This design comes from an exercise in tuning for small area on the open sky130 flow, not from production work.
Function was checked by simulation only, so behaviour that the tests miss may differ from the original.
The clock port is modelled as an ideal driver; clocking choices that lean on that would not hold on a real chip.
No activity file was given, so power comes from the tool's default toggle rates.

==> flow/design.v <==
module serial
    ( input  clk
    , input  reset
    , input  enable
    , input  can_send
    , input [7:0] data_in
    , input  in_stb
    , output wire [7:0] data_out
    , output wire  out_stb
    );
  reg [15:0] x;       
  reg [15:0] y;       
  reg [15:0] a;       
  reg        nl;      
  reg [4:0]  st;
  wire       cmd_up = st[1];
  wire       cmd_dn = st[0];
  wire in_mode   = (st[4:3] == 2'b00);
  wire mul_mode  = (st[4:3] == 2'b01);
  wire send_mode = (st[4:3] == 2'b10);
  wire newline = ~data_in[5];
  wire digit   = data_in[4] & ~data_in[6];
  wire apply   = in_stb & in_mode & digit;
  wire [3:0] n = data_in[3:0];
  wire send = send_mode & ~nl & can_send;
  genvar i;
  wire [3:0]  nx = (apply & ~cmd_up & ~cmd_dn) ? n : 4'd0;
  wire [16:0] xc;
  wire [15:0] xs;
  assign xc[0] = 1'b0;
  generate for (i = 0; i < 16; i = i + 1) begin : xadd
    if (i < 4) begin : f
      assign xs[i]   = x[i] ^ nx[i] ^ xc[i];
      assign xc[i+1] = (x[i] & nx[i]) | (xc[i] & (x[i] ^ nx[i]));
    end else begin : h
      assign xs[i]   = x[i] ^ xc[i];
      assign xc[i+1] = x[i] & xc[i];
    end
  end endgenerate
  wire [15:0] x_add = xs | {16{xc[16]}};
  wire        sub = apply & cmd_up;
  wire [3:0]  ny = (apply & (cmd_up | cmd_dn)) ? n : 4'd0;
  wire [15:0] yi = y ^ {16{sub}};
  wire [16:0] yc;
  wire [15:0] ys;
  assign yc[0] = 1'b0;
  generate for (i = 0; i < 16; i = i + 1) begin : yadd
    if (i < 4) begin : f
      assign ys[i]   = yi[i] ^ ny[i] ^ yc[i];
      assign yc[i+1] = (yi[i] & ny[i]) | (yc[i] & (yi[i] ^ ny[i]));
    end else begin : h
      assign ys[i]   = yi[i] ^ yc[i];
      assign yc[i+1] = yi[i] & yc[i];
    end
  end endgenerate
  wire [15:0] y_next = (ys | {16{yc[16]}}) ^ {16{sub}};
  wire [15:0] p0 = y & {16{x[0]}};
  wire [15:0] p1 = y & {16{x[1]}};
  wire [16:0] cs_s, cs_c;
  generate for (i = 0; i < 17; i = i + 1) begin : csa
    wire o1 = (i < 16) ? a[i]  : 1'b0;
    wire o2 = (i < 16) ? p0[i] : 1'b0;
    wire o3 = (i > 0) ? p1[i-1] : 1'b0;
    assign cs_s[i] = o1 ^ o2 ^ o3;
    assign cs_c[i] = (o1 & o2) | (o3 & (o1 ^ o2));
  end endgenerate
  wire [17:0] sum;
  wire [17:0] rc;
  assign sum[0] = cs_s[0];
  assign rc[1]  = 1'b0;
  generate for (i = 1; i < 17; i = i + 1) begin : rca
    assign sum[i]  = cs_s[i] ^ cs_c[i-1] ^ rc[i];
    assign rc[i+1] = (cs_s[i] & cs_c[i-1]) | (rc[i] & (cs_s[i] ^ cs_c[i-1]));
  end endgenerate
  assign sum[17] = cs_c[16] ^ rc[17];
  wire empty_line = in_mode & in_stb & newline & nl;
  wire cmd_load   = in_mode & in_stb & data_in[6];
  wire inc        = mul_mode | send;
  always @(posedge clk or posedge reset) begin
    if (reset) begin
      x  <= 16'd0;
      y  <= 16'd0;
      a  <= 16'd0;
      nl <= 1'b1;
      st <= 5'b00000;
    end else begin
      x <= mul_mode ? {sum[1:0], x[15:2]} : send ? {x[11:0], 4'd0} : x_add;
      y <= y_next;
      if (mul_mode) a <= sum[17:2];
      else if (send) a <= {a[11:0], x[15:12]};
      if (in_stb) nl <= newline & in_mode;
      if (empty_line) st <= 5'b01000;
      else if (cmd_load) st[1:0] <= {data_in[4], data_in[1]};
      else if (inc) st <= st + 5'd1;
    end
  end
  wire [3:0] nib = a[15:12];
  wire letter = nib[3] & (nib[2] | nib[1]);
  assign data_out = letter ? {4'h6, 1'b0, nib[2:0] - 3'd1} : {4'h3, nib};
  assign out_stb  = send;
endmodule
clock: 10.0 ns
lec_check: 0
cap_margin: 0
core_margin: 2
core_utilization: 40
slew_margin: 0
standard.sh (not shown) runs the stock make flow with config.mk's settings and CLKGATE_MAP_FILE= SYNTH_SCRIPT=/design/flow/synth_recipe.tcl, a recipe that flattens the netlist after the stock synthesis.
==> flow/flow/run.sh <==
#!/bin/bash
# Own layout flow: the standard synthesis (standard.sh synth), then an
# area-oriented ABC remap of its combinational logic (registers keep their
# names and cell types), then the standard layout steps from floorplan to
# finish, with buf_1 cells as the port buffers. Each tool's output goes to a
# log file of its own in this folder.
set -euo pipefail
here=$(pwd)
res=$here/orfs/results/$FLOW_PLATFORM/serial/base
lib=$FLOW_HOME/platforms/$FLOW_PLATFORM/lib/sky130_fd_sc_hd__tt_025C_1v80.lib
yosys_bin=/OpenROAD-flow-scripts/tools/install/yosys/bin/yosys
[[ -x $yosys_bin ]] || yosys_bin=yosys

bash standard.sh synth > synth_standard.log 2>&1
cp "$res/1_2_yosys.v" "$here/synth_standard.v"

# remap with each ABC script in flow/remap*.abc; keep the smallest fully
# mapped result
best=""; best_area=""
for abc in flow/remap*.abc; do
  k=$(basename "$abc" .abc)
  sed -e "s#@LIB@#$lib#g" -e "s#@IN@#$here/synth_standard.v#" \
      -e "s#@ABC@#$here/$abc#" -e "s#@STAT@#$here/${k}_stat.txt#" \
      -e "s#@OUT@#$here/${k}_all.v#" flow/remap.ys > ${k}_run.ys
  if ! "$yosys_bin" -s ${k}_run.ys > ${k}.log 2>&1; then continue; fi
  # keep only the top module (the others are the liberty cells read for their functions)
  awk '/^module serial\(/,/^endmodule/' ${k}_all.v > ${k}.v
  grep -q '^module serial(' ${k}.v || continue
  if grep -q '^ *assign ' ${k}.v; then continue; fi
  if grep -q '^ *\\\$' ${k}.v; then continue; fi
  area=$(awk '/Chip area for top module/ {print $NF}' ${k}_stat.txt)
  [[ -n "$area" ]] || continue
  if [[ -z "$best" ]] || awk -v a="$area" -v b="$best_area" 'BEGIN {exit !(a < b)}'; then
    best=$k; best_area=$area
  fi
done
echo "remap: chose $best with area $best_area" > remap_choice.log
[[ -n "$best" ]]
cp ${best}.v remap.v

cp remap.v "$res/1_2_yosys.v"
rm -f "$res/1_synth.odb" "$res/1_synth.sdc"
export BUFFER_PORTS_ARGS="-buffer_cell sky130_fd_sc_hd__buf_1"
export CTS_ARGS="-sink_clustering_enable -repair_clock_nets -dont_use_dummy_load"
export POST_CTS_TCL="$here/flow/post_cts.tcl"
bash standard.sh > layout.log 2>&1
test -f out/final.def
==> flow/flow/post_cts.tcl <==
# POST_CTS_TCL hook: the clock tree's root buffer drives only the few leaf
# buffers, so give it the smallest clock buffer that keeps every flip-flop
# clock pin's estimated slew at or below 118 ps; keep the original otherwise.
proc my_max_clk_slew {} {
  estimate_parasitics -placement
  set mx 0
  foreach p [get_pins -hierarchical */CLK] {
    foreach k {slew_max_rise slew_max_fall} {
      set s [get_property $p $k]
      if {$s > $mx} { set mx $s }
    }
  }
  return $mx
}
set root [get_cells -quiet clkbuf_0_clk]
if {[llength $root] == 1} {
  set orig [get_property $root ref_name]
  puts "post_cts: root buffer $orig, max clock pin slew [my_max_clk_slew]"
  set done 0
  foreach m {sky130_fd_sc_hd__clkbuf_1 sky130_fd_sc_hd__clkbuf_2 sky130_fd_sc_hd__clkbuf_4} {
    if {$m == $orig} { break }
    replace_cell $root $m
    set s [my_max_clk_slew]
    puts "post_cts: try $m, max clock pin slew $s"
    if {$s <= 0.118} { set done 1; break }
  }
  if {!$done} { replace_cell $root $orig; my_max_clk_slew }
  puts "post_cts: root buffer now [get_property $root ref_name]"
  detailed_placement
  estimate_parasitics -placement
}
Other scripts of this flow, unchanged in this note and not shown: flow/flow/remap.ys, flow/flow/remap1.abc, flow/flow/remap2.abc, flow/flow/remap3.abc, flow/flow/remap4.abc
The first run completed with no timing, DRC or antenna violations.
Change:
--- a/flow/flow/run.sh
+++ b/flow/flow/run.sh
@@ -43,5 +43,4 @@
 export BUFFER_PORTS_ARGS="-buffer_cell sky130_fd_sc_hd__buf_1"
 export CTS_ARGS="-sink_clustering_enable -repair_clock_nets -dont_use_dummy_load"
-export POST_CTS_TCL="$here/flow/post_cts.tcl"
 bash standard.sh > layout.log 2>&1
 test -f out/final.def
CORE_UTILIZATION = 60   (was 40)
removed: flow/flow/post_cts.tcl
Outcome: Design area fell slightly. Power rose slightly. Count of clock-buffer cells in the layout does not change. Clock skew fell by 0.0099 ns. Wire length rose slightly. Worst setup slack improved by 0.045 ns. Combinational power rose by a few percent.
Change:
CORE_UTILIZATION = 25   (was 60)
The new run passed the timing, design-rule and antenna checks.
Via count is about the same.
Final cell count increases by 21%.
Non-clock buffer count is unchanged.
Design area increases by 4.9%.
Count of clock-buffer cells in the layout stays the same.
Global-route usage decreases by 15 points.
Total power increases by 4.0%.
First-iteration DRC count increases by 35%.
Hold slack gets worse by 0.012 ns.
Register-to-register slack hardly moves.
Change:
--- a/flow/flow/run.sh
+++ b/flow/flow/run.sh
@@ -3,6 +3,8 @@
 # area-oriented ABC remap of its combinational logic (registers keep their
 # names and cell types), then the standard layout steps from floorplan to
-# finish, with buf_1 cells as the port buffers. Each tool's output goes to a
-# log file of its own in this folder.
+# finish, with buf_1 cells as the port buffers, no CTS dummy loads, and two
+# hooks that give the placement repair buffers and the clock tree buffers the
+# smallest size that keeps slew and capacitance within limits. Each tool's
+# output goes to a log file of its own in this folder.
 set -euo pipefail
 here=$(pwd)
@@ -43,4 +45,6 @@
 export BUFFER_PORTS_ARGS="-buffer_cell sky130_fd_sc_hd__buf_1"
 export CTS_ARGS="-sink_clustering_enable -repair_clock_nets -dont_use_dummy_load"
+export POST_CTS_TCL="$here/flow/post_cts.tcl"
+export POST_RESIZE_TCL="$here/flow/post_resize.tcl"
 bash standard.sh > layout.log 2>&1
 test -f out/final.def
==> flow/flow/post_cts.tcl (new file) <==
proc my_max_clk_slew {} {
  estimate_parasitics -placement
  set mx 0
  foreach p [get_pins -hierarchical */CLK] {
    foreach k {slew_max_rise slew_max_fall} {
      set s [get_property $p $k]
      if {$s > $mx} { set mx $s }
    }
  }
  return $mx
}
puts "post_cts: max clock pin slew [my_max_clk_slew]"
foreach inst [concat [get_cells -quiet clkbuf_*_f_clk] [get_cells -quiet clkbuf_0_clk]] {
  set orig [get_property $inst ref_name]
  set keep $orig
  foreach m {sky130_fd_sc_hd__clkbuf_1 sky130_fd_sc_hd__clkbuf_2 sky130_fd_sc_hd__clkbuf_4 sky130_fd_sc_hd__clkbuf_8} {
    if {$m == $orig} { break }
    replace_cell $inst $m
    if {[my_max_clk_slew] <= 0.125} { set keep $m; break }
  }
  replace_cell $inst $keep
  puts "post_cts: [get_full_name $inst] $orig -> $keep"
}
puts "post_cts: max clock pin slew [my_max_clk_slew]"
detailed_placement
estimate_parasitics -placement
==> flow/flow/post_resize.tcl (new file) <==
# POST_RESIZE_TCL hook: try a smaller buffer for each buffer that repair_design
# inserted during placement (place*, load_slew*); keep a change only if it
# leaves no max-slew or max-capacitance violation (with the flow's margins).
proc my_violations {} {
  estimate_parasitics -placement
  return [expr {[sta::max_slew_violation_count] + [sta::max_capacitance_violation_count]}]
}
set base [my_violations]
puts "post_resize: violations before $base"
foreach inst [get_cells -quiet {place* load_slew*}] {
  set orig [get_property $inst ref_name]
  if {![string match "sky130_fd_sc_hd__buf_*" $orig]} { continue }
  set keep $orig
  foreach m {sky130_fd_sc_hd__buf_1 sky130_fd_sc_hd__buf_2} {
    if {$m == $orig} { break }
    replace_cell $inst $m
    if {[my_violations] <= $base} { set keep $m; break }
  }
  replace_cell $inst $keep
  puts "post_resize: [get_full_name $inst] $orig -> $keep"
}
puts "post_resize: violations after [my_violations]"
CORE_UTILIZATION = 60   (was 25)
What happened:
- routed wire length goes down by 0.90%
- sequential share of layout area went up by 1.8 points
- setup slack is worse by 0.85 ns
- synthesized cell count does not change
Change:
--- a/flow/flow/run.sh
+++ b/flow/flow/run.sh
@@ -3,8 +3,6 @@
 # area-oriented ABC remap of its combinational logic (registers keep their
 # names and cell types), then the standard layout steps from floorplan to
-# finish, with buf_1 cells as the port buffers, no CTS dummy loads, and two
-# hooks that give the placement repair buffers and the clock tree buffers the
-# smallest size that keeps slew and capacitance within limits. Each tool's
-# output goes to a log file of its own in this folder.
+# finish, with buf_1 cells as the port buffers. Each tool's output goes to a
+# log file of its own in this folder.
 set -euo pipefail
 here=$(pwd)
==> flow/flow/post_cts.tcl (replaced) <==
proc my_max_clk_slew {} {
  estimate_parasitics -placement
  set mx 0
  foreach p [get_pins -hierarchical */CLK] {
    foreach k {slew_max_rise slew_max_fall} {
      set s [get_property $p $k]
      if {$s > $mx} { set mx $s }
    }
  }
  return $mx
}
set root [get_cells -quiet clkbuf_0_clk]
if {[llength $root] == 1} {
  set orig [get_property $root ref_name]
  puts "post_cts: root buffer $orig, max clock pin slew [my_max_clk_slew]"
  set done 0
  foreach m {sky130_fd_sc_hd__clkbuf_1 sky130_fd_sc_hd__clkbuf_2 sky130_fd_sc_hd__clkbuf_4} {
    if {$m == $orig} { break }
    replace_cell $root $m
    set s [my_max_clk_slew]
    puts "post_cts: try $m, max clock pin slew $s"
    if {$s <= 0.125} { set done 1; break }
  }
  if {!$done} { replace_cell $root $orig; my_max_clk_slew }
  puts "post_cts: root buffer now [get_property $root ref_name]"
  detailed_placement
  estimate_parasitics -placement
}
CORE_UTILIZATION = 40   (was 60)
Final cell count grows by 6.6%.
Setup slack gets worse by 0.18 ns.
Worst hold slack barely changes.
Core utilization shrinks by 21 points.
Routed wire length shrinks by 0.67%.
Die area grows by 47%.

afterwards: timing with drivers on the ports:
In the flow no input, the clock included, has a driving cell. The finished layouts below were timed again as built, in two steps. Step 1: set_driving_cell puts a clkbuf_16 on clk and a buf_2 on each other input, an assumption about the parent block. Step 2 moves the port delays by t, midway between the first and last clock arrival at a register: inputs arrive t later, outputs are due t later. That takes back most of the time a late clock gives input paths. Three values: ideal ports, drivers, drivers and shift; two values: the first two.
run | t (ns) | setup slack, ns | hold slack, ns | worst setup path after step 2
the first run | 0.335 | 2.114 / 2.122 / 1.787 | 0.511 / 0.511 / 0.511 | input to register
the second run | 0.334 | 2.158 / 2.158 / 1.936 | 0.510 / 0.510 / 0.510 | input to register
the third run | 0.327 | 2.170 / 2.170 / 1.916 | 0.498 / 0.498 / 0.498 | input to register
the fourth run | 0.595 | 1.317 / 1.322 / 0.727 | 0.513 / 0.513 / 0.513 | input to register
the fifth run | 0.543 | 1.137 / 1.144 / 0.601 | 0.513 / 0.513 / 0.513 | input to register
After both steps every run listed still meets setup and hold. The setup slack of the fourth run, which loses most, moves by +0.005 ns with the drivers and by -0.590 ns with both steps.
